This is an optimization exercise on Yosys and OpenROAD, whose aim is small area, a short achievable clock period and few clock cycles, not a production implementation. At most, simulation tests tie the RTL to the original design; equivalence was not proved.

==> module ALU, before the edit <==
module ALU #(
    parameter DATA_W = 32
)
(
    input                       i_clk,    
    input                       i_rst_n,  
    input                       i_valid,  
    input [DATA_W - 1 : 0]      i_A,      
    input [DATA_W - 1 : 0]      i_B,      
    input [         2 : 0]      i_inst,   
    output [2*DATA_W - 1 : 0]   o_data,   
    output                      o_done    
);
    reg         s_ex, s_mul, s_mulf, s_div, s_divc;
    reg         done;
    reg         x_rs;       
    reg         y_hc;       
    reg         y_sx;       
    reg         inv;        
    reg         e_sum, e_slt, e_div;  
    reg         e_sub;      
    reg  [4:0]  cnt;
    reg  [31:0] hi, lo;     
    reg  [31:0] opb;        
    reg  [31:0] hc;         
    reg         cy;         
    reg         rs;         
    reg         satf, sats; 
    reg         sltf;       
    wire        idle = ~(s_ex | s_mul | s_mulf | s_div | s_divc);
    assign o_data = {hi, satf ? {sats, {31{~sats}}} : {lo[31:1], lo[0] | sltf}};
    assign o_done = done;
    wire [35:0] p0 = {4'd0, opb & {32{lo[0]}}};
    wire [35:0] p1 = {3'd0, opb & {32{lo[1]}}, 1'b0};
    wire [35:0] p2 = {2'd0, opb & {32{lo[2]}}, 2'b0};
    wire [35:0] p3 = {1'd0, opb & {32{lo[3]}}, 3'b0};
    wire [35:0] p4 = {4'd0, hi};
    wire [35:0] p5 = {4'd0, hc};
    wire [35:0] s1a = p0 ^ p1 ^ p2;
    wire [35:0] c1a = {((p0 & p1) | (p0 & p2) | (p1 & p2)), 1'b0};
    wire [35:0] s1b = p3 ^ p4 ^ p5;
    wire [35:0] c1b = {((p3 & p4) | (p3 & p5) | (p4 & p5)), 1'b0};
    wire [35:0] s2  = s1a ^ c1a ^ s1b;
    wire [35:0] c2  = {((s1a & c1a) | (s1a & s1b) | (c1a & s1b)), 1'b0};
    wire [35:0] s3  = s2 ^ c2 ^ c1b;
    wire [35:0] c3  = {((s2 & c2) | (s2 & c1b) | (c2 & c1b)), 1'b0};
    wire [4:0]  nib = {1'b0, s3[3:0]} + {1'b0, c3[3:0]} + {4'd0, cy};
    wire [31:0] xa    = hi;
    wire        xs    = (x_rs & rs) | (y_sx & hi[31]);
    wire [31:0] ya    = opb ^ {32{inv}};
    wire        ys    = (y_sx & opb[31]) ^ inv;
    wire        ac    = inv | e_sub | (y_hc & cy);
    wire [32:0] sum;
    pfx_add #(33) u_add (.a({xs, xa}), .b({ys, ya}), .c(ac), .s(sum));
    integer k;
    reg  [31:0] brev;
    always @(*) for (k = 0; k < 32; k = k + 1) brev[k] = opb[31-k];
    wire [31:0] shin  = s_ex ? brev : i_A;
    wire [4:0]  shamt = s_ex ? cnt : i_B[4:0];
    wire        fill  = ~s_ex & i_A[31];
    wire [63:0] shx   = {{32{fill}}, shin} >> shamt;
    reg  [31:0] bnorm;
    always @(*) for (k = 0; k < 32; k = k + 1) bnorm[k] = shx[31-k];
    wire        bbig  = |i_B[31:5];
    wire [31:0] sra   = bbig ? {32{i_A[31]}} : shx[31:0];
    reg  [4:0]  clzb, clza;
    always @(*) begin
        clzb = 5'd31;
        clza = 5'd31;
        for (k = 0; k < 32; k = k + 1) begin
            if (i_B[k]) clzb = 5'd31 - k[4:0];
            if (i_A[k]) clza = 5'd31 - k[4:0];
        end
    end
    wire        bzero = ~|i_B;
    wire [4:0]  dlz   = clzb - clza;
    wire        aless = clza > clzb;        
    wire        dp0   = clza == clzb;       
    wire        dnow  = bzero | aless;      
    wire        op_as  = (i_inst == 3'd0) | (i_inst == 3'd1);
    wire        op_sub = (i_inst == 3'd1) | (i_inst == 3'd4);
    wire        op_lo  = (i_inst == 3'd2) | (i_inst == 3'd3) | (i_inst == 3'd5);  
    wire        op_mul = (i_inst == 3'd6);
    wire        op_div = (i_inst == 3'd7);
    reg  [31:0] lo_iss;
    always @(*) begin
        case (i_inst)
            3'd2:    lo_iss = i_A & i_B;
            3'd3:    lo_iss = i_A | i_B;
            3'd5:    lo_iss = sra;
            3'd7:    lo_iss = bzero ? 32'h7fffffff : 32'd0;
            default: lo_iss = i_A;
        endcase
    end
    wire        last  = (cnt == 5'd0);
    wire        rneg  = sum[32];
    wire        ovf   = sum[32] ^ sum[31];
    wire        go      = idle & i_valid;
    wire        n_ex    = go & ~op_lo & ~op_mul & ~(op_div & (dnow | dp0));
    wire        n_mul   = (go & op_mul) | (s_mul & ~last);
    wire        n_mulf  = s_mul & last;
    wire        n_div   = (go & op_div & ~dnow & dp0) | (s_ex & e_div) | (s_div & ~last);
    wire        n_divc  = s_div & last & rneg;
    wire        n_exdiv = go & op_div & ~dnow & ~dp0;    
    wire        n_done  = (go & (op_lo | (op_div & dnow))) | (s_ex & ~e_div) |
                          s_mulf | s_divc | (s_div & last & ~rneg);
    always @(posedge i_clk or negedge i_rst_n) begin
        if (!i_rst_n) begin
            s_ex   <= 1'b0;
            s_mul  <= 1'b0;
            s_mulf <= 1'b0;
            s_div  <= 1'b0;
            s_divc <= 1'b0;
            done   <= 1'b0;
        end else begin
            s_ex   <= n_ex;
            s_mul  <= n_mul;
            s_mulf <= n_mulf;
            s_div  <= n_div;
            s_divc <= n_divc;
            done   <= n_done;
        end
    end
    always @(posedge i_clk) begin
        x_rs  <= n_div | n_divc;
        y_hc  <= n_mulf;
        y_sx  <= n_ex & ~op_div;
        inv   <= (go & op_div & dp0) | (s_ex & e_div) | (s_div & ~last & ~rneg);
        cy    <= idle ? 1'b0 : nib[4];
        rs    <= (idle | s_ex) ? 1'b0 : rneg;
        e_sum <= op_as;
        e_slt <= (i_inst == 3'd4);
        e_div <= op_div;
        e_sub <= idle & op_sub;
        hc   <= idle ? 32'd0 : c3[35:4];
        cnt  <= idle ? (i_inst[0] ? dlz : 5'd7) : s_ex ? cnt : cnt - 5'd1;
        satf <= s_ex & e_sum & ovf;
        sats <= rneg;
        sltf <= s_ex & e_slt & rneg;
        hi <= ({32{idle & (op_as | op_sub | op_div)}} & i_A) |
              ({32{s_mul}} & s3[35:4]) |
              ({32{s_ex & e_div}} & hi) |
              ({32{s_mulf | s_div | s_divc}} & sum[31:0]);
        if (idle)        lo <= lo_iss;
        else if (s_ex)   lo <= {32{e_sum}} & sum[31:0];
        else if (s_mul)  lo <= {nib[3:0], lo[31:4]};
        else if (s_div)  lo <= {lo[30:0], ~rneg};
        if (idle)        opb <= i_B ^ {32{op_sub}};
        else if (s_ex)   opb <= bnorm;
        else if (s_mul & last) opb <= c3[35:4];      
        else if (s_div & ~last) opb <= {1'b0, opb[31:1]};
    end
endmodule
Settings: LEC_CHECK=0, CAP_MARGIN=20, CORE_MARGIN=2, CORE_UTILIZATION=40, SETUP_SLACK_MARGIN=3.0, SLEW_MARGIN=20; clock period 7.0 ns.
standard.sh (not shown) runs the stock make flow with config.mk's settings and CLKGATE_MAP_FILE= SYNTH_SCRIPT=/design/flow/synth_recipe.tcl, a recipe that flattens the netlist after the stock synthesis.
==> flow/flow/run.sh <==
#!/bin/bash
# The standard layout (the standard.sh: ORFS synthesis to final layout),
# with one ORFS setting changed: the port buffers are buf_2 cells instead of
# the resizer's default pick (a delay cell); every input and output port
# still gets a buffer.
set -euo pipefail
export BUFFER_PORTS_ARGS="-buffer_cell sky130_fd_sc_hd__buf_2"
bash standard.sh > standard.log 2>&1
Then changed:
--- a/flow/design.v
+++ b/flow/design.v
@@ -18,5 +18,5 @@
     reg         y_sx;       
     reg         inv;        
-    reg         e_sum, e_slt, e_div;  
+    reg         e_sum, e_slt, e_sra, e_div;  
     reg         e_sub;      
     reg  [4:0]  cnt;
@@ -56,12 +56,12 @@
     reg  [31:0] brev;
     always @(*) for (k = 0; k < 32; k = k + 1) brev[k] = opb[31-k];
-    wire [31:0] shin  = s_ex ? brev : i_A;
-    wire [4:0]  shamt = s_ex ? cnt : i_B[4:0];
-    wire        fill  = ~s_ex & i_A[31];
+    wire [31:0] shin  = e_div ? brev : lo;
+    wire [4:0]  shamt = e_div ? cnt : opb[4:0];
+    wire        fill  = ~e_div & lo[31];
     wire [63:0] shx   = {{32{fill}}, shin} >> shamt;
     reg  [31:0] bnorm;
     always @(*) for (k = 0; k < 32; k = k + 1) bnorm[k] = shx[31-k];
-    wire        bbig  = |i_B[31:5];
-    wire [31:0] sra   = bbig ? {32{i_A[31]}} : shx[31:0];
+    wire        bbig  = |opb[31:5];
+    wire [31:0] sra   = bbig ? {32{lo[31]}} : shx[31:0];
     reg  [4:0]  clzb, clza;
     always @(*) begin
@@ -80,5 +80,5 @@
     wire        op_as  = (i_inst == 3'd0) | (i_inst == 3'd1);
     wire        op_sub = (i_inst == 3'd1) | (i_inst == 3'd4);
-    wire        op_lo  = (i_inst == 3'd2) | (i_inst == 3'd3) | (i_inst == 3'd5);  
+    wire        op_lo  = (i_inst == 3'd2) | (i_inst == 3'd3);
     wire        op_mul = (i_inst == 3'd6);
     wire        op_div = (i_inst == 3'd7);
@@ -88,5 +88,4 @@
             3'd2:    lo_iss = i_A & i_B;
             3'd3:    lo_iss = i_A | i_B;
-            3'd5:    lo_iss = sra;
             3'd7:    lo_iss = bzero ? 32'h7fffffff : 32'd0;
             default: lo_iss = i_A;
@@ -131,4 +130,5 @@
         e_sum <= op_as;
         e_slt <= (i_inst == 3'd4);
+        e_sra <= (i_inst == 3'd5);
         e_div <= op_div;
         e_sub <= idle & op_sub;
@@ -143,5 +143,5 @@
               ({32{s_mulf | s_div | s_divc}} & sum[31:0]);
         if (idle)        lo <= lo_iss;
-        else if (s_ex)   lo <= {32{e_sum}} & sum[31:0];
+        else if (s_ex)   lo <= ({32{e_sum}} & sum[31:0]) | ({32{e_sra}} & sra);
         else if (s_mul)  lo <= {nib[3:0], lo[31:4]};
         else if (s_div)  lo <= {lo[30:0], ~rneg};
The changed run passed the timing, DRC and antenna checks.
Critical path depth stays the same.
Final area shrinks by 0.31%.
Flip-flop and latch count grows by 1.
Synthesized area grows by about 1.2%.
Routed wire length shrinks by 4.7%.
Setup slack is better by 13 ps.
Hold slack is worse by 60 ps.
Via count grows by 3.0%.
Die area grows by 1.2%.
Maximum frequency grows by 0.31%.
Testbench counts after the change, summed over its fixed seeds: cycles 9,974.
The RTL of the first run of this note was laid out without a check of its function.

[port drivers added, routing unchanged]
The flow's constraints put no driver on any port. The routed layouts listed below were extracted and timed again, unchanged, in two steps.
Step 1 assumes that a clkbuf_16 drives the clock port and a buf_2 every other input.
Step 2 times the ports against the registers' clock, not the clock port: input delays grow and output delays shrink by t, the midpoint of the rising clock arrivals with the driver on.
Slacks: no drivers / after step 1 / after step 2; pairs: no drivers / after step 1.
| run | t, ns | slack for setup (ns) | clock arrival spread, ns | worst register clock-pin slew, ns | cell pins on the clock port's net |
|---|---|---|---|---|---|
| the first run | 0.526 | 2.746 / 2.752 / 2.226 | 0.016 / 0.017 | 0.07 / 0.07 | 1 |
| the second run | 0.514 | 2.759 / 2.772 / 2.258 | 0.015 / 0.015 | 0.08 / 0.08 | 1 |
After both steps setup and hold are still met in every run listed. The setup slack of the first run, which loses most, moves by +0.006 ns with the drivers and by -0.520 ns with both steps.
